What follows belongs to an exercise in optimizing a design on an open flow for small area; a production flow would make more cautious choices.
In this exercise RTL edits were held to simulation tests only and were not proved equivalent to the original.
No driver is modelled on the clock port, so clocking that relies on it looks cheaper here than on a real chip.
Power figures rest on the tool's default switching activity, not on a simulated workload.

$ cat config.mk
export PLATFORM = sky130hd
export DESIGN_NAME = clock
export DESIGN_NICKNAME = clock
export VERILOG_FILES = /design/flow/design.v
export SDC_FILE = /design/flow/constraint.sdc
export NUM_CORES = 4
export LEC_CHECK = 0
export ABC_AREA = 1
export CAP_MARGIN = 20
export CORE_MARGIN = 2
export CORE_UTILIZATION = 55
export GPL_TIMING_DRIVEN = 0
export SLEW_MARGIN = 20
$ cat constraint.sdc
create_clock -name core_clock -period 10.0 [get_ports {CP}]
set_input_delay 2.0000 -clock core_clock [delete_from_list [all_inputs] [get_ports {CP}]]
set_output_delay 2.0000 -clock core_clock [all_outputs]
set_load 0.01 [all_outputs]
$ cat design.v
module divider(
    input CP,
    input _CR,
    output en_1Hz,
    output en_1KHz,
    output en_10Hz,
    output reg early,
    output init
    );
    reg [7:0] c;     
    reg [4:0] a;     
    reg [1:0] b;     
    wire c_199 = c[7] & c[6] & c[2] & c[1] & c[0];
    wire c_99  = c[6] & c[5] & ~c[4] & ~c[3] & ~c[2] & c[1] & c[0];
    wire c_101 = c[6] & c[5] & ~c[4] & ~c[3] & c[2] & ~c[1] & c[0];
    assign en_1KHz = ~c[1] & c[0];
    assign en_10Hz = c_99 & b[0];
    assign en_1Hz  = c_199 & a[3] & ~a[2] & ~a[1] & a[0];
    assign init    = early & ~b[0] & (c[7:1] == 7'd0);
    always @(posedge CP or negedge _CR) begin
        if (~_CR) begin
            c <= 0;
            a <= 0;
            b <= 0;
            early <= 1'b1;
        end else begin
            if (c_199) begin
                c <= 0;
                a <= (a[4] & a[1] & a[0]) ? 5'd0 : a + 5'd1;
                b <= b[1] ? 2'd0 : b + 2'd1;
            end else begin
                c <= c + 8'd1;
            end
            if (c_101 & b[0]) early <= 1'b0;
        end
    end
endmodule
module counter_sec(
    input CP,
    input _CR,
    input count,             
    input PE,                
    input [4:0] pre_st,
    input [3:0] pre_su,
    output reg [4:0] st,
    output reg [3:0] su,
    output tick_min          
    );
    wire is59  = (st == 5'd5) & (su == 4'd9);
    wire is255 = (st == 5'd25) & (su == 4'd5);
    assign tick_min = count & is59;
    always @(posedge CP, negedge _CR) begin
        if (~_CR) begin
            st <= 0;
            su <= 0;
        end else if (PE) begin
            st <= pre_st;
            su <= pre_su;
        end else if (count) begin
            if (is59 | is255) begin
                st <= 0;
                su <= 0;
            end else if (su == 4'd9) begin
                st <= st + 5'd1;
                su <= 0;
            end else begin
                su <= su + 4'd1;
            end
        end
    end
endmodule
module counter_min(
    input CP,
    input _CR,
    input tick_min,          
    input PE,
    input [2:0] pre_mt,
    input [3:0] pre_mu,
    output reg cin_min,
    output reg [2:0] mt,
    output reg [3:0] mu,
    output tick_hour         
    );
    wire is59 = (mt == 3'd5) & (mu == 4'd9);
    assign tick_hour = tick_min & is59;
    always @(posedge CP, negedge _CR) begin
        if (~_CR) begin
            mt <= 0;
            mu <= 0;
            cin_min <= 0;
        end else if (PE) begin
            mt <= pre_mt;
            mu <= pre_mu;
            cin_min <= 0;
        end else if (tick_min) begin
            cin_min <= is59;
            if (is59) begin
                mt <= 0;
                mu <= 0;
            end else if (mu == 4'd9) begin
                mt <= mt + 3'd1;
                mu <= 0;
            end else begin
                mu <= mu + 4'd1;
            end
        end
    end
endmodule
module counter_hour(
    input CP,
    input _CR,
    input tick_hour,         
    input PE,
    input [4:0] pre_ht,
    input [3:0] pre_hu,
    output reg [4:0] ht,
    output reg [3:0] hu
    );
    wire is23  = (ht == 5'd2) & (hu == 4'd3);
    wire is255 = (ht == 5'd25) & (hu == 4'd5);
    always @(posedge CP, negedge _CR) begin
        if (~_CR) begin
            ht <= 0;
            hu <= 0;
        end else if (PE) begin
            ht <= pre_ht;
            hu <= pre_hu;
        end else if (tick_hour) begin
            if (is23 | is255) begin
                ht <= 0;
                hu <= 0;
            end else if (hu == 4'd9) begin
                ht <= ht + 5'd1;
                hu <= 0;
            end else begin
                hu <= hu + 4'd1;
            end
        end
    end
endmodule
module alarm(
    input CP,
    input _CR,
    input PE,                
    input en_10Hz,
    input adjust,
    input [1:0] pre_h1,      
    input [3:0] pre_h0,
    input [2:0] pre_m1,
    input [3:0] pre_m0,
    input active_alarm,
    input [4:0] ht,
    input [3:0] hu,
    input [2:0] mt,
    input [3:0] mu,
    input [4:0] st,
    input [3:0] su,
    output start_light_alarm,
    output reg [1:0] ah1,
    output reg [3:0] ah0,
    output reg [2:0] am1,
    output reg [3:0] am0
    );
    reg pending;
    wire hold = en_10Hz & ~adjust;
    always @(posedge CP, negedge _CR) begin
        if (~_CR) begin
            ah1 <= 0;
            ah0 <= 0;
            am1 <= 0;
            am0 <= 0;
            pending <= 0;
        end else begin
            if ((PE & ~hold) | (en_10Hz & pending)) begin
                ah1 <= pre_h1;
                ah0 <= pre_h0;
                am1 <= pre_m1;
                am0 <= pre_m0;
            end
            if (en_10Hz) pending <= PE & ~adjust;
        end
    end
    wire [1:0] eh1 = pending ? pre_h1 : ah1;
    wire [3:0] eh0 = pending ? pre_h0 : ah0;
    wire [2:0] em1 = pending ? pre_m1 : am1;
    wire [3:0] em0 = pending ? pre_m0 : am0;
    assign start_light_alarm = ~PE & active_alarm &
        (ht == {3'b000, eh1}) & (hu == eh0) & (mt == em1) & (mu == em0) &
        (st == 5'd0) & (su == 4'd0);
endmodule
module select_control(
    input _CR,
    input mode,
    input CP,
    input en_10Hz,
    input adjust,
    input [4:0] ht,          
    input [3:0] hu,
    input [2:0] mt,
    input [3:0] mu,
    input [4:0] st,
    input [3:0] su,
    input [1:0] ah1,         
    input [3:0] ah0,
    input [2:0] am1,
    input [3:0] am0,
    input left,
    input right,
    input up,
    input down,
    input apply,
    input time_mode,
    output [31:0] disp,      
    output [1:0] set_h1,     
    output [3:0] set_h0,
    output [2:0] set_m1,
    output [3:0] set_m0,
    output set_bell,         
    output [2:0] set_s1,
    output [3:0] set_s0,
    output set_p,            
    output reg [2:0] index,
    output reg PE
    );
    localparam SA = 4'd10, SP = 4'd11, SB = 4'd12, SE = 4'd13, SL = 4'd14, SX = 4'd15;
    reg [3:0] th1, th0;      
    reg [2:0] tm1;           
    reg [3:0] tm0;           
    reg [3:0] ts1, ts0;      
    reg [1:0] tap;           
    reg [1:0] sap;           
    reg lmode, ltm, ladj;    
    wire naa = lmode & ~ladj;    
    wire [1:0] ch1 = (th1 == 4'd1) ? 2'd1 : (th1 == 4'd2) ? 2'd2 : 2'd0;
    wire [3:0] ch0 = (th0 > 4'd9) ? 4'd0 : th0;
    wire [2:0] cs1 = (ts1 > 4'd5) ? 3'd0 : ts1[2:0];
    wire [3:0] cs0 = (ts0 > 4'd9) ? 4'd0 : ts0;
    assign set_h1 = ch1;
    assign set_h0 = ch0;
    assign set_m1 = tm1;
    assign set_m0 = tm0;
    assign set_bell = lmode;
    assign set_s1 = cs1;
    assign set_s0 = cs0;
    assign set_p = sap[1];
    wire [1:0] g_h1 = naa ? ah1 : ch1;
    wire [3:0] g_h0 = naa ? ah0 : ch0;
    wire [2:0] g_m1 = naa ? am1 : tm1;
    wire [3:0] g_m0 = naa ? am0 : tm0;
    assign disp[31:28] = {2'b00, g_h1};
    assign disp[27:24] = g_h0;
    assign disp[23:20] = {1'b0, g_m1};
    assign disp[19:16] = g_m0;
    assign disp[15:12] = lmode ? SB : {1'b0, cs1};
    assign disp[11:8]  = lmode ? SE : cs0;
    assign disp[7:4]   = lmode ? SL : SX;
    assign disp[3:0]   = lmode ? SL : ltm ? SX : (sap == 2'd1) ? SA : SP;
    reg [2:0] m6;
    always @(*) begin
        case (ht)
            5'd0, 5'd6, 5'd12, 5'd18, 5'd24: m6 = 3'd0;
            5'd1, 5'd7, 5'd13, 5'd19, 5'd25: m6 = 3'd1;
            5'd2, 5'd8, 5'd14, 5'd20:        m6 = 3'd2;
            5'd3, 5'd9, 5'd15, 5'd21:        m6 = 3'd3;
            5'd4, 5'd10, 5'd16, 5'd22:       m6 = 3'd4;
            default:                         m6 = 3'd5;
        endcase
    end
    wire [4:0] rd = {1'b0, hu} - {1'b0, m6, 1'b0};
    wire [3:0] r12 = rd[4] ? rd[3:0] + 4'd12 : rd[3:0];
    wire h_is0  = (ht == 5'd0) & (hu == 4'd0);
    wire h_is12 = (ht == 5'd1) & (hu == 4'd2);
    wire h_gt12 = (ht > 5'd1) | ((ht == 5'd1) & (hu > 4'd2));
    wire mt24 = mode | time_mode;
    reg [3:0] x, lim;
    always @(*) begin
        case (index)
            3'd0: begin x = th1; lim = (th0 < 4'd4) ? 4'd2 : 4'd1; end
            3'd1: begin x = th0; lim = (mt24 ? (th1 == 4'd2) : (th1 == 4'd1)) ? (mt24 ? 4'd3 : 4'd2) : 4'd9; end
            3'd2: begin x = {1'b0, tm1}; lim = 4'd5; end
            3'd3: begin x = tm0; lim = 4'd9; end
            3'd4: begin x = ts1; lim = 4'd5; end
            default: begin x = ts0; lim = 4'd9; end
        endcase
    end
    wire [3:0] step = up ? ((x == lim) ? 4'd0 : x + 4'd1)
                         : ((x == 4'd0) ? lim : x - 4'd1);
    wire [3:0] h1_12 = ((th0 > 4'd2) | (th1 == 4'd1)) ? 4'd0 : 4'd1;
    wire edit = adjust & ~left & ~right & (up | down);
    wire e_h1 = edit & (index == 3'd0);
    wire e_h0 = edit & (index == 3'd1);
    wire e_m1 = edit & (index == 3'd2);
    wire e_m0 = edit & (index == 3'd3);
    wire e_s1 = edit & (index == 3'd4) & ~mode;
    wire e_s0 = edit & (index == 3'd5) & ~mode;
    wire e_ap = edit & (index == 3'd7);
    reg [3:0] n_th1, n_th0, n_ts1, n_ts0, n_tm0;
    reg [2:0] n_tm1, n_index;
    reg [1:0] n_tap, n_sap;
    always @(*) begin
        n_th1 = th1; n_th0 = th0; n_tm1 = tm1; n_tm0 = tm0;
        n_ts1 = ts1; n_ts0 = ts0; n_tap = tap; n_sap = sap;
        n_index = index;
        if (adjust) begin
            if (left) begin
                case (index)
                    3'd0: n_index = mode ? 3'd4 : time_mode ? 3'd5 : 3'd7;
                    3'd1: n_index = 3'd0;
                    3'd2: n_index = 3'd1;
                    3'd3: n_index = 3'd2;
                    3'd4: n_index = 3'd3;
                    3'd5: n_index = 3'd4;
                    3'd7: n_index = 3'd5;
                    default: n_index = 3'd0;
                endcase
            end else if (right) begin
                case (index)
                    3'd0: n_index = 3'd1;
                    3'd1: n_index = 3'd2;
                    3'd2: n_index = 3'd3;
                    3'd3: n_index = mode ? 3'd0 : 3'd4;
                    3'd4: n_index = 3'd5;
                    3'd5: n_index = time_mode ? 3'd0 : 3'd7;
                    3'd7: n_index = 3'd0;
                    default: n_index = 3'd0;
                endcase
            end
            if (e_h1) n_th1 = mt24 ? step : h1_12;
            if (e_h0) n_th0 = step;
            if (e_m1) n_tm1 = step[2:0];
            if (e_m0) n_tm0 = step;
            if (e_s1) n_ts1 = step;
            if (e_s0) n_ts0 = step;
            if (e_ap) n_tap = (tap == 2'd1) ? 2'd2 : 2'd1;
            if (mode) n_sap = 2'd0;
            else if (~time_mode) n_sap = n_tap;
        end else begin
            n_index = 3'd0;
            if (mode) begin
                n_th1 = {2'b00, g_h1};
                n_th0 = g_h0;
                n_tm1 = g_m1;
                n_tm0 = g_m0;
                n_ts1 = lmode ? SB : {1'b0, cs1};
                n_ts0 = lmode ? SE : cs0;
                n_tap = sap;
                n_sap = 2'd0;
            end else begin
                if (time_mode) begin
                    n_th1 = (ht > 5'd2) ? 4'd0 : {2'b00, ht[1:0]};
                    n_th0 = hu;
                    n_sap = 2'd0;
                end else if (h_is12 | h_is0) begin
                    n_th1 = 4'd1;
                    n_th0 = 4'd2;
                    n_sap = h_is12 ? 2'd2 : 2'd1;
                end else begin
                    n_th1 = (r12 >= 4'd10) ? 4'd1 : 4'd0;
                    n_th0 = (r12 >= 4'd10) ? r12 - 4'd10 : r12;
                    n_sap = h_gt12 ? 2'd2 : 2'd1;
                end
                n_tm1 = mt;
                n_tm0 = mu;
                n_ts1 = (st > 5'd5) ? 4'd0 : {1'b0, st[2:0]};
                n_ts0 = su;
                n_tap = n_sap;
            end
        end
    end
    always @(posedge CP, negedge _CR) begin
        if (~_CR) begin
            PE <= 0;
            index <= 0;
            th1 <= 0; th0 <= 0; tm1 <= 0; tm0 <= 0; ts1 <= 0; ts0 <= 0;
            tap <= 0; sap <= 0;
            lmode <= 0; ltm <= 0; ladj <= 0;
        end else if (en_10Hz) begin
            PE <= adjust & apply;
            index <= n_index;
            th1 <= n_th1; th0 <= n_th0; tm1 <= n_tm1; tm0 <= n_tm0;
            ts1 <= n_ts1; ts0 <= n_ts0;
            tap <= n_tap; sap <= n_sap;
            lmode <= mode; ltm <= time_mode; ladj <= adjust;
        end
    end
endmodule
module splitter(
    input time_mode,
    input mode,
    input PE,
    input [1:0] set_h1,
    input [3:0] set_h0,
    input [2:0] set_m1,
    input [3:0] set_m0,
    input set_bell,
    input [2:0] set_s1,
    input [3:0] set_s0,
    input set_p,
    output reg [4:0] pre_st,
    output reg [3:0] pre_su,
    output [2:0] pre_mt,
    output [3:0] pre_mu,
    output reg [4:0] pre_ht,
    output reg [3:0] pre_hu,
    output PE_alarm,
    output PE_counter
    );
    assign PE_alarm = PE & mode;
    assign PE_counter = PE & ~mode;
    assign pre_mt = set_m1;
    assign pre_mu = set_m0;
    always @(*) begin
        if (set_bell) begin
            pre_st = 5'd13;
            pre_su = 4'd3;
        end else begin
            pre_st = {2'b00, set_s1};
            pre_su = set_s0;
        end
        if (time_mode | ~set_p) begin
            if (~time_mode & (set_h1 == 2'd1) & (set_h0 == 4'd2)) begin
                pre_ht = 5'd0;       
                pre_hu = 4'd0;
            end else begin
                pre_ht = {3'b000, set_h1};
                pre_hu = set_h0;
            end
        end else begin
            if ((set_h1 == 2'd1) & (set_h0 == 4'd2)) begin
                pre_ht = 5'd1;       
                pre_hu = 4'd2;
            end else if (set_h0 > 4'd7) begin
                pre_ht = set_h1 + 5'd2;
                pre_hu = set_h0 - 4'd8;
            end else begin
                pre_ht = set_h1 + 5'd1;
                pre_hu = set_h0 + 4'd2;
            end
        end
    end
endmodule
module decoder(
    input _CR,
    input [31:0] disp,
    input [2:0] index,
    input adjust,
    input CP,
    input en_1KHz,
    input early,
    input init,
    output [7:0] select_light,
    output [7:0] display_char
    );
    reg [3:0] cnt_normal;
    reg [8:0] cnt_adjust;
    reg twinkle;
    reg [3:0] code;
    wire [8:0] ca_inc = cnt_adjust + 9'd1;
    wire ca_wrap = ca_inc == 9'd500;
    wire n_twinkle = adjust ? twinkle ^ ca_wrap : 1'b0;
    wire [3:0] cn_inc = (cnt_normal == 4'd7) ? 4'd0 : cnt_normal + 4'd1;
    wire [3:0] n_cnt = cn_inc + {3'b000, (cn_inc == {1'b0, index}) & n_twinkle};
    reg [3:0] n_code;
    always @(*) begin
        case (n_cnt)
            4'd0: n_code = disp[31:28];
            4'd1: n_code = disp[27:24];
            4'd2: n_code = disp[23:20];
            4'd3: n_code = disp[19:16];
            4'd4: n_code = disp[15:12];
            4'd5: n_code = disp[11:8];
            4'd6: n_code = disp[7:4];
            4'd7: n_code = disp[3:0];
            default: n_code = 4'd15;
        endcase
    end
    always @(posedge CP, negedge _CR) begin
        if (~_CR) begin
            cnt_normal <= 0;
            cnt_adjust <= 0;
            twinkle <= 0;
        end else if (en_1KHz) begin
            if (adjust) cnt_adjust <= ca_wrap ? 9'd0 : ca_inc;
            twinkle <= n_twinkle;
            cnt_normal <= n_cnt;
        end
    end
    always @(posedge CP) begin
        if (en_1KHz) code <= n_code;
    end
    assign select_light = (init | cnt_normal[3]) ? 8'hff : ~(8'h80 >> cnt_normal[2:0]);
    localparam [127:0] SEGS = {
        8'b11111111, 8'b11000111, 8'b10000110, 8'b10000011,    
        8'b10001100, 8'b10001000, 8'b10010000, 8'b10000000,    
        8'b11111000, 8'b10000010, 8'b10010010, 8'b10011001,    
        8'b10110000, 8'b10100100, 8'b11111001, 8'b11000000};   
    wire [7:0] seg = SEGS[{code, 3'b000} +: 8];
    assign display_char = early ? ((~init & (cnt_normal[3:2] == 2'b00)) ? 8'h00 : 8'hff) : seg;
endmodule
module reminder(
    input _CR,
    input CP,
    input en_1Hz,
    input start_light_hour,
    input start_light_alarm,
    input [4:0] st,
    input [3:0] su,
    input [4:0] ht,
    input [3:0] hu,
    input active_alarm,
    output [15:0] start_light    
);
    reg [4:0] ct;
    reg [3:0] cu;
    reg lit1;
    reg [4:0] alarm_cnt;
    wire sec0  = (st == 5'd0) & (su == 4'd0);
    wire hour0 = (ht == 5'd0) & (hu == 4'd0);
    wire cnt0  = (ct == 5'd0) & (cu == 4'd0);
    always @(posedge CP, negedge _CR) begin
        if (~_CR) begin
            ct <= 0;
            cu <= 0;
            lit1 <= 0;
            alarm_cnt <= 0;
        end else if (en_1Hz) begin
            if (((start_light_hour & sec0) | ~cnt0) & ~hour0) begin
                if ((ct == ht) & (cu == hu)) begin
                    ct <= 0; cu <= 0; lit1 <= 0;
                end else begin
                    lit1 <= cu[0];
                    if ((ct == 5'd25) & (cu == 4'd5)) begin
                        ct <= 0; cu <= 0;
                    end else if (cu == 4'd9) begin
                        ct <= ct + 5'd1; cu <= 0;
                    end else begin
                        cu <= cu + 4'd1;
                    end
                end
            end else begin
                ct <= 0; cu <= 0; lit1 <= 0;
            end
            if (active_alarm & (start_light_alarm | (alarm_cnt != 0)))
                alarm_cnt <= alarm_cnt + 5'd1;
            else
                alarm_cnt <= 0;
        end
    end
    localparam [511:0] PATS = {
        16'b0011111111111111, 16'b0001111100000111, 16'b0010101000010101, 16'b0001010111101010,
        16'b0011100001111100, 16'b0000011110000011, 16'b0010011001100111, 16'b0001100110011000,
        16'b0011000011100001, 16'b0011110000001111, 16'b0000001111110000, 16'b0001010110000010,
        16'b0010101001111101, 16'b0011111100000011, 16'b0000000011111100, 16'b0010101010101010,
        16'b0001010101010101, 16'b0000110011001100, 16'b0011001100110011, 16'b0010000110000001,
        16'b0010001111000001, 16'b0010001111110001, 16'b0010011111111001, 16'b0010111111111101,
        16'b0011111111111111, 16'b0011111100111111, 16'b0011111000011111, 16'b0011110000001111,
        16'b0011100000000111, 16'b0011000000000011, 16'b0010000000000001, 16'b0000000000000000};
    wire [13:0] pattern = PATS[{alarm_cnt, 4'b0000} +: 14];
    assign start_light = {pattern, lit1, cu[0]};
endmodule
module clock(
    input CP,                    
    input _CR,                   
    input mode,                  
    input adjust,                
    input time_mode,             
    input active_alarm,          
    input left,                  
    input right,                 
    input up,                    
    input down,                  
    input apply,                 
    output [15:0] start_light,   
    output [7:0] select_light,   
    output [7:0] display_char    
    );
    wire en_1Hz, en_1KHz, en_10Hz;       
    wire early, init;                    
    wire PE, PE_alarm, PE_counter;       
    wire cin_min;                        
    wire tick_min, tick_hour;            
    wire [2:0] index;                    
    wire [4:0] ht, st;
    wire [3:0] hu, mu, su;
    wire [2:0] mt;
    wire [1:0] ah1;
    wire [3:0] ah0, am0;
    wire [2:0] am1;
    wire [1:0] set_h1;
    wire [3:0] set_h0, set_m0, set_s0;
    wire [2:0] set_m1, set_s1;
    wire set_bell, set_p;
    wire [4:0] pre_ht, pre_st;
    wire [3:0] pre_hu, pre_mu, pre_su;
    wire [2:0] pre_mt;
    wire [31:0] disp;
    wire start_light_alarm;
    divider divider_u0(
        ._CR(_CR),
        .CP(CP),
        .en_1Hz(en_1Hz),
        .en_1KHz(en_1KHz),
        .en_10Hz(en_10Hz),
        .early(early),
        .init(init)
    );
    counter_sec counter_sec_u0(
        .CP(CP),
        ._CR(_CR),
        .count(en_1Hz & ~PE_counter & (~adjust | mode)),
        .PE(PE_counter),
        .pre_st(pre_st),
        .pre_su(pre_su),
        .st(st),
        .su(su),
        .tick_min(tick_min)
    );
    counter_min counter_min_u0(
        .CP(CP),
        ._CR(_CR),
        .tick_min(tick_min),
        .PE(PE_counter),
        .pre_mt(pre_mt),
        .pre_mu(pre_mu),
        .cin_min(cin_min),
        .mt(mt),
        .mu(mu),
        .tick_hour(tick_hour)
    );
    counter_hour counter_hour_u0(
        .CP(CP),
        ._CR(_CR),
        .tick_hour(tick_hour),
        .PE(PE_counter),
        .pre_ht(pre_ht),
        .pre_hu(pre_hu),
        .ht(ht),
        .hu(hu)
    );
    alarm alarm_u0(
        .CP(CP),
        ._CR(_CR),
        .PE(PE_alarm),
        .en_10Hz(en_10Hz),
        .adjust(adjust),
        .pre_h1(set_h1),
        .pre_h0(set_h0),
        .pre_m1(set_m1),
        .pre_m0(set_m0),
        .active_alarm(active_alarm),
        .ht(ht), .hu(hu), .mt(mt), .mu(mu), .st(st), .su(su),
        .start_light_alarm(start_light_alarm),
        .ah1(ah1), .ah0(ah0), .am1(am1), .am0(am0)
    );
    select_control select_control_u0(
        ._CR(_CR),
        .mode(mode),
        .CP(CP),
        .en_10Hz(en_10Hz),
        .adjust(adjust),
        .ht(ht), .hu(hu), .mt(mt), .mu(mu), .st(st), .su(su),
        .ah1(ah1), .ah0(ah0), .am1(am1), .am0(am0),
        .left(left),
        .right(right),
        .up(up),
        .down(down),
        .apply(apply),
        .time_mode(time_mode),
        .disp(disp),
        .set_h1(set_h1), .set_h0(set_h0), .set_m1(set_m1), .set_m0(set_m0),
        .set_bell(set_bell), .set_s1(set_s1), .set_s0(set_s0), .set_p(set_p),
        .index(index),
        .PE(PE)
    );
    splitter splitter_u0(
        .time_mode(time_mode),
        .mode(mode),
        .PE(PE),
        .set_h1(set_h1), .set_h0(set_h0), .set_m1(set_m1), .set_m0(set_m0),
        .set_bell(set_bell), .set_s1(set_s1), .set_s0(set_s0), .set_p(set_p),
        .pre_st(pre_st), .pre_su(pre_su),
        .pre_mt(pre_mt), .pre_mu(pre_mu),
        .pre_ht(pre_ht), .pre_hu(pre_hu),
        .PE_alarm(PE_alarm),
        .PE_counter(PE_counter)
    );
    decoder decoder_u0(
        ._CR(_CR),
        .disp(disp),
        .index(index),
        .adjust(adjust),
        .CP(CP),
        .en_1KHz(en_1KHz),
        .early(early),
        .init(init),
        .select_light(select_light),
        .display_char(display_char)
    );
    reminder reminder_u0(
        ._CR(_CR),
        .CP(CP),
        .en_1Hz(en_1Hz),
        .start_light_hour(cin_min),
        .start_light_alarm(start_light_alarm),
        .st(st), .su(su),
        .ht(ht), .hu(hu),
        .active_alarm(active_alarm),
        .start_light(start_light)
    );
endmodule
$ cat flow/run.sh
#!/bin/bash
# Own flow: the standard layout (standard.sh) with these ORFS changes:
#  - synthesis maps logic with an area-only ABC script (flow/area.abc) and
#    without the half/full adder cell extraction (ADDER_MAP_FILE empty);
#  - ports are buffered with sky130_fd_sc_hd__buf_1;
#  - repair does not use the largest buffers (added to each step's dont-use list);
#  - CTS with clkbuf_4 (clkbuf_8 at the root) and without dummy loads; leaf
#    clock buffers that drive 9 or more pins are then upsized to clkbuf_8
#    (flow/cts_leaf.tcl, run inside cts.tcl before its detailed placement).
# ORFS's scripts are copied to ./scripts and used from there (SCRIPTS_DIR).
# Each tool's output stays in orfs/logs; make's output goes to standard.log.
set -euo pipefail
here=$(pwd)
rm -rf "$here/scripts"
cp -r "$FLOW_HOME/scripts" "$here/scripts"
cp "$here/flow/area.abc" "$here/scripts/abc_area.script"
extra="sky130_fd_sc_hd__buf_6 sky130_fd_sc_hd__buf_8 sky130_fd_sc_hd__buf_12 sky130_fd_sc_hd__buf_16 sky130_fd_sc_hd__bufbuf_8 sky130_fd_sc_hd__bufbuf_16"
for f in floorplan global_place resize cts global_route repair_timing_post_place; do
  sed -i "s/^\(\s*\)set_dont_use \$::env(DONT_USE_CELLS)/\1set_dont_use \$::env(DONT_USE_CELLS)\n\1set_dont_use {$extra}/" "$here/scripts/$f.tcl"
done
grep -n "set_dont_use" "$here/scripts"/*.tcl > "$here/dont_use_patch.log" || true
sed -i "s|^log_cmd clock_tree_synthesis {\*}\$cts_args|&\nsource $here/flow/cts_leaf.tcl|" "$here/scripts/cts.tcl"
grep -n -A1 "log_cmd clock_tree_synthesis" "$here/scripts/cts.tcl" > "$here/cts_patch.log" || true
export SCRIPTS_DIR="$here/scripts"
export ADDER_MAP_FILE=
export BUFFER_PORTS_ARGS="-buffer_cell sky130_fd_sc_hd__buf_1"
export CTS_ARGS="-sink_clustering_enable -repair_clock_nets -buf_list sky130_fd_sc_hd__clkbuf_4 -root_buf sky130_fd_sc_hd__clkbuf_8 -dont_use_dummy_load"
bash standard.sh > "$here/standard.log" 2>&1
$ cat flow/area.abc
strash
&get -n
&deepsyn -T 60
&put
dch -f
amap
topo
$ cat flow/cts_leaf.tcl
# After clock_tree_synthesis: leaf clock buffers (clkbuf_4) that drive 9 or
# more pins get the next size up (clkbuf_8), so that the flip-flop clock
# pins they drive keep a low slew. detailed_placement in cts.tcl legalizes.
set my_big [[ord::get_db] findMaster sky130_fd_sc_hd__clkbuf_8]
set my_n 0
foreach inst [[ord::get_db_block] getInsts] {
  if { [[$inst getMaster] getName] eq "sky130_fd_sc_hd__clkbuf_4" } {
    set onet [[$inst findITerm X] getNet]
    if { $onet ne "NULL" && [llength [$onet getITerms]] > 9 } {
      $inst swapMaster $my_big
      incr my_n
    }
  }
}
puts "cts_leaf: upsized $my_n leaf clock buffers to clkbuf_8"
$ cat standard.sh
#!/bin/bash
# synth_recipe.tcl (not shown) runs the flow's synth.tcl, then flattens the netlist and writes it again
# the make line also repeats each setting of config.mk as NAME=value (left out here)
make -C /OpenROAD-flow-scripts/flow DESIGN_CONFIG=/design/flow/config.mk WORK_HOME=/design/flow/orfs CLKGATE_MAP_FILE= SYNTH_SCRIPT=/design/flow/synth_recipe.tcl "${@:-finish}"
==> flow_metrics.py <==
metrics = {
    "run_status": {
        "status": "timing/DRC/antenna clean",
    },
    "setup_path": {
        "ff2ff_setup_slack_ns": 4.80,
        "end_kind": "register",
        "worstPathRequired_ns": 10.33,
        "reg2reg_to": "counter_hour_u0.ht[4]",
        "cp_max_fo": 18,
        "r2r_start": "divider_u0.c[0]",
        "worstPathArrival_ns": 6.80,
        "r2r_cells": 25,
        "worstSetupPathType": "in -> reg",
        "start_kind": "input port",
    },
    "finish": {
        "drive_gt1_share_pct": 2.33,
        "fill_cells": 1292,
        "areaGrowthSynthToFinish_pct": 7.40,
        "final_common_cell": "nor2_1",
        "fin_nets": 1129,
        "register_area_um2": 3100,
        "mostFrequentLayoutCells": "nor2_1 (212), clkinv_1 (161), dfrtp_1 (118), nand2_1 (89), o21ai_0 (80)",
        "fin_cells": 1297,
        "multi_input_area_um2": 4090,
    },
    "sta": {
        "fin_crit_sh_pct": 64.7,
        "setup_viol": 0,
        "skew_ns": 0.0333,
        "slew-limit-headroom_pct": 23.5,
        "timing.final.ws_setup_ns": 3.53,
        "worst_pin_slew_ns": 1.15,
        "maxSlewViolCount": 0,
        "tns_ns": 0,
        "rsz0062_at_grt": "false",
        "fin_crit_ns": 6.47,
        "max_freq_ghz": 0.155,
        "hold_violations": 0,
    },
    "global_routing": {
        "first_global_vias": 7505,
        "grt_pass1_wl_mm": 38.4,
        "grt_max_degree": 34,
        "grt_antenna_before_repair": 0,
        "globalRouteOverflowTotal": 0,
        "track_usage_pct": 32.9,
    },
    "logic_synthesis": {
        "yosysWarningCount": 9,
        "synth_top_flop_cell": "dfrtp_1",
        "synth_cell_type_count": 48,
        "syn_avg_cell_area_um2": 7.40,
        "yosysTopAreaCell": "dfrtp_1",
        "ys_async_sr_fraction_pct": 96.7,
        "synth_nets": 1065,
        "synth_edf_count": 4,
        "syn_inst": 1054,
        "synth_area_leaders": "dfrtp_1 (38%), nor2_1 (10%), clkinv_1 (7.8%)",
        "seq_area_frac_synth_pct": 39.8,
        "ys_ff_latch": 123,
        "synth_area_um2": 7790,
        "synth_top_area_share_pct": 37.9,
    },
    "routing": {
        "drt_iter0_drc": 934,
        "drt_wl_total_mm": 24.1,
        "first_pass_iters": 7,
        "drt.antenna.violating_nets": 0,
        "detail_route.wl_per_cell_um": 18.6,
        "viasPerCell": 6.43,
        "vias": 8337,
        "post-route-drc-count": 0,
    },
    "die": {
        "die_y_um": 123,
        "initial_core_util_pct": 56.2,
        "core_area_um2": 13900,
        "chipWidth_um": 123,
        "die_area_um2": 15100,
        "io_pins": 43,
        "rows": 43,
    },
    "clock_network": {
        "cts_resized": 0,
        "postCtsSetupBuffers": 0,
        "clkTransAtPathRegs_ns": 0.08,
        "cts_made_buffers": 17,
        "cts.sinks": 123,
        "cts_hold_buf": 0,
        "clkLatencyLatePin_ns": 0.46,
        "cts_tree": "built",
    },
    "power_and_ir_drop": {
        "p_leak_nw": 3.12,
        "power_density_nw_per_um2": 130,
        "peakVddDrop_mv": 0.107,
    },
    "min_path": {
        "min-delay-start": "divider_u0.b[1]",
        "hold_class": "reg -> reg",
        "whs_path_depth": 1,
        "worstHoldEndpoint": "divider_u0.b[1]",
    },
    "placed_design": {
        "dp_hpwl_mm": 18.3,
        "numPortBuffers": 42,
        "dp_slack_ns": 3.20,
        "dpl.cell_count": 1279,
        "place_congestion": 0.977,
    },
    "flow_run": {
        "drv_cap": 0,
    },
}
## layout make-up
type	instances	share of cell area, %
multi-input combinational	768	48.8
sequential	123	37.0
inverter	161	7.22
tap	180	2.69
timing repair buffer	45	2.17
clock buffer	17	1.90
buffer	2	0.179
antenna	1	0.0299
## cell usage after synthesis, types with 3 or more instances
cell       instances
a221oi_1          16
o221ai_1          14
a22oi_1            3
nand4_1            6
nor3_1            34
nor2_1           213
a311oi_1           5
nand3_1           26
o211ai_1           7
and3_1             3
nand2_1           89
dfrtp_1          118
o22ai_1           61
o2111ai_1          5
a31oi_1           18
o32ai_1           12
a222oi_1           7
o22a_1             9
nor4_1            16
or2_0              9
or3_1             13
o21a_1            10
a2111oi_0          4
a21oi_1           66
edfxtp_1           4
o21ai_0           80
clkinv_1         161
a211oi_1          17
## power breakdown
part | internal [mW] | total (mW) | switching, mW
clock | 0.0996 | 0.271 | 0.172
combinational | 0.0806 | 0.242 | 0.162
sequential | 0.532 | 0.576 | 0.0432
total | 0.713 | 1.09 | 0.377
## worst max-delay path: stages
cell and delay, ns:
buf_1 0.32, nor2_2 0.75, clkinv_1 0.75, a22oi_1 0.51, nand2_1 0.14, nor2_1 0.17
nand2_1 0.11, nor2_1 0.18, nand3_1 0.21, nor2_1 0.31, nor2_1 0.11, a31oi_1 0.39
o221ai_1 0.24, nand3_1 0.19, nor2_1 0.08, clkinv_1 0.06, nor2_1 0.05, o21ai_0 0.15
a21oi_1 0.06
## how the worst max path moves through the flow
stage	end	depth (start not counted)	slack [ns]	start
6_report	counter_hour_u0.ht[4]	19	3.53	mode
5_1_grt	counter_hour_u0.ht[4]	22	2.92	mode
4_1_cts	counter_hour_u0.ht[4]	22	3.65	mode
3_5_place_dp	counter_hour_u0.ht[4]	22	3.20	mode
3_3_place_gp	counter_hour_u0.ht[4]	1	1.57	_CR
2_1_floorplan	counter_hour_u0.ht[4]	21	4.72	mode
## registers in the layout, indices dropped and copies added (netlist names), 4 cells and up
signal / flops
counter_min_u0.mu: 4
alarm_u0.am0: 4
reminder_u0.alarm_cnt: 5
counter_sec_u0.su: 4
counter_hour_u0.hu: 4
select_control_u0.ts0: 4
counter_hour_u0.ht: 5
select_control_u0.th1: 4
decoder_u0.code: 4
decoder_u0.cnt_normal: 4
counter_sec_u0.st: 5
divider_u0.c: 8
select_control_u0.th0: 4
reminder_u0.cu: 4
alarm_u0.ah0: 4
decoder_u0.cnt_adjust: 9
select_control_u0.tm0: 4
reminder_u0.ct: 5
divider_u0.a: 5
select_control_u0.ts1: 4
## per-layer routing
layer,up-vias,wire [um],GRT usage (%),part of all wire (%)
li1,3951,-,-,-
met1,3895,10800,46.9,45
met2,428,10400,48.8,43
met3,63,2290,8.49,9.5
met4,0,594,11.2,2.5
met5,-,0,0,0
## cells by family (layout without fill, tap and decap cells)
| group | after synthesis | in the layout | share of synthesized area, % |
|---|---|---|---|
| other | 0 | 1 | 0 |
| buffers and inverters | 163 | 225 | 7.95 |
| AO/OA/AOI/OAI | 352 | 352 | 29.5 |
| AND/OR/NAND/NOR | 416 | 416 | 22.8 |
| flip-flops | 123 | 123 | 39.8 |
## through the flow
stage / total power [mW] / util, % / area, um2 / hold WS [ns]
after floorplan: 0.736 / - / 7790 / 0.440
after global placement: 0.817 / 58.9 / 8180 / 0.461
after detailed placement: 0.819 / 59.1 / 8200 / 0.471
after CTS: 1.08 / 60.2 / 8360 / 0.480
after global routing: 1.14 / 60.3 / 8370 / 0.506
final: 1.09 / 60.3 / 8370 / 0.473

what the ideal ports hide:
The results above use ideal ports. As a check the final layout listed here was re-extracted and re-timed, cells and wires unchanged. Step 1 sets driving cells, clkbuf_16 on the clock port and buf_2 on the other inputs (assumed; they add their load-dependent delay and slew). Step 2, shift: input delay + t, output delay - t, t = (earliest + latest rising clock arrival at the registers) / 2. This alone moves slack from input paths to output paths. Slacks: ideal / step 1 / step 2; pairs: ideal / step 1.
t, ns: 0.476
setup WS [ns]: 3.532 / 3.551 / 3.076
clock arrival spread, ns: 0.037 / 0.037
After both steps this run still meets setup and hold. For this run, drivers alone change the setup slack by +0.019 ns; drivers and shift together by -0.456 ns.
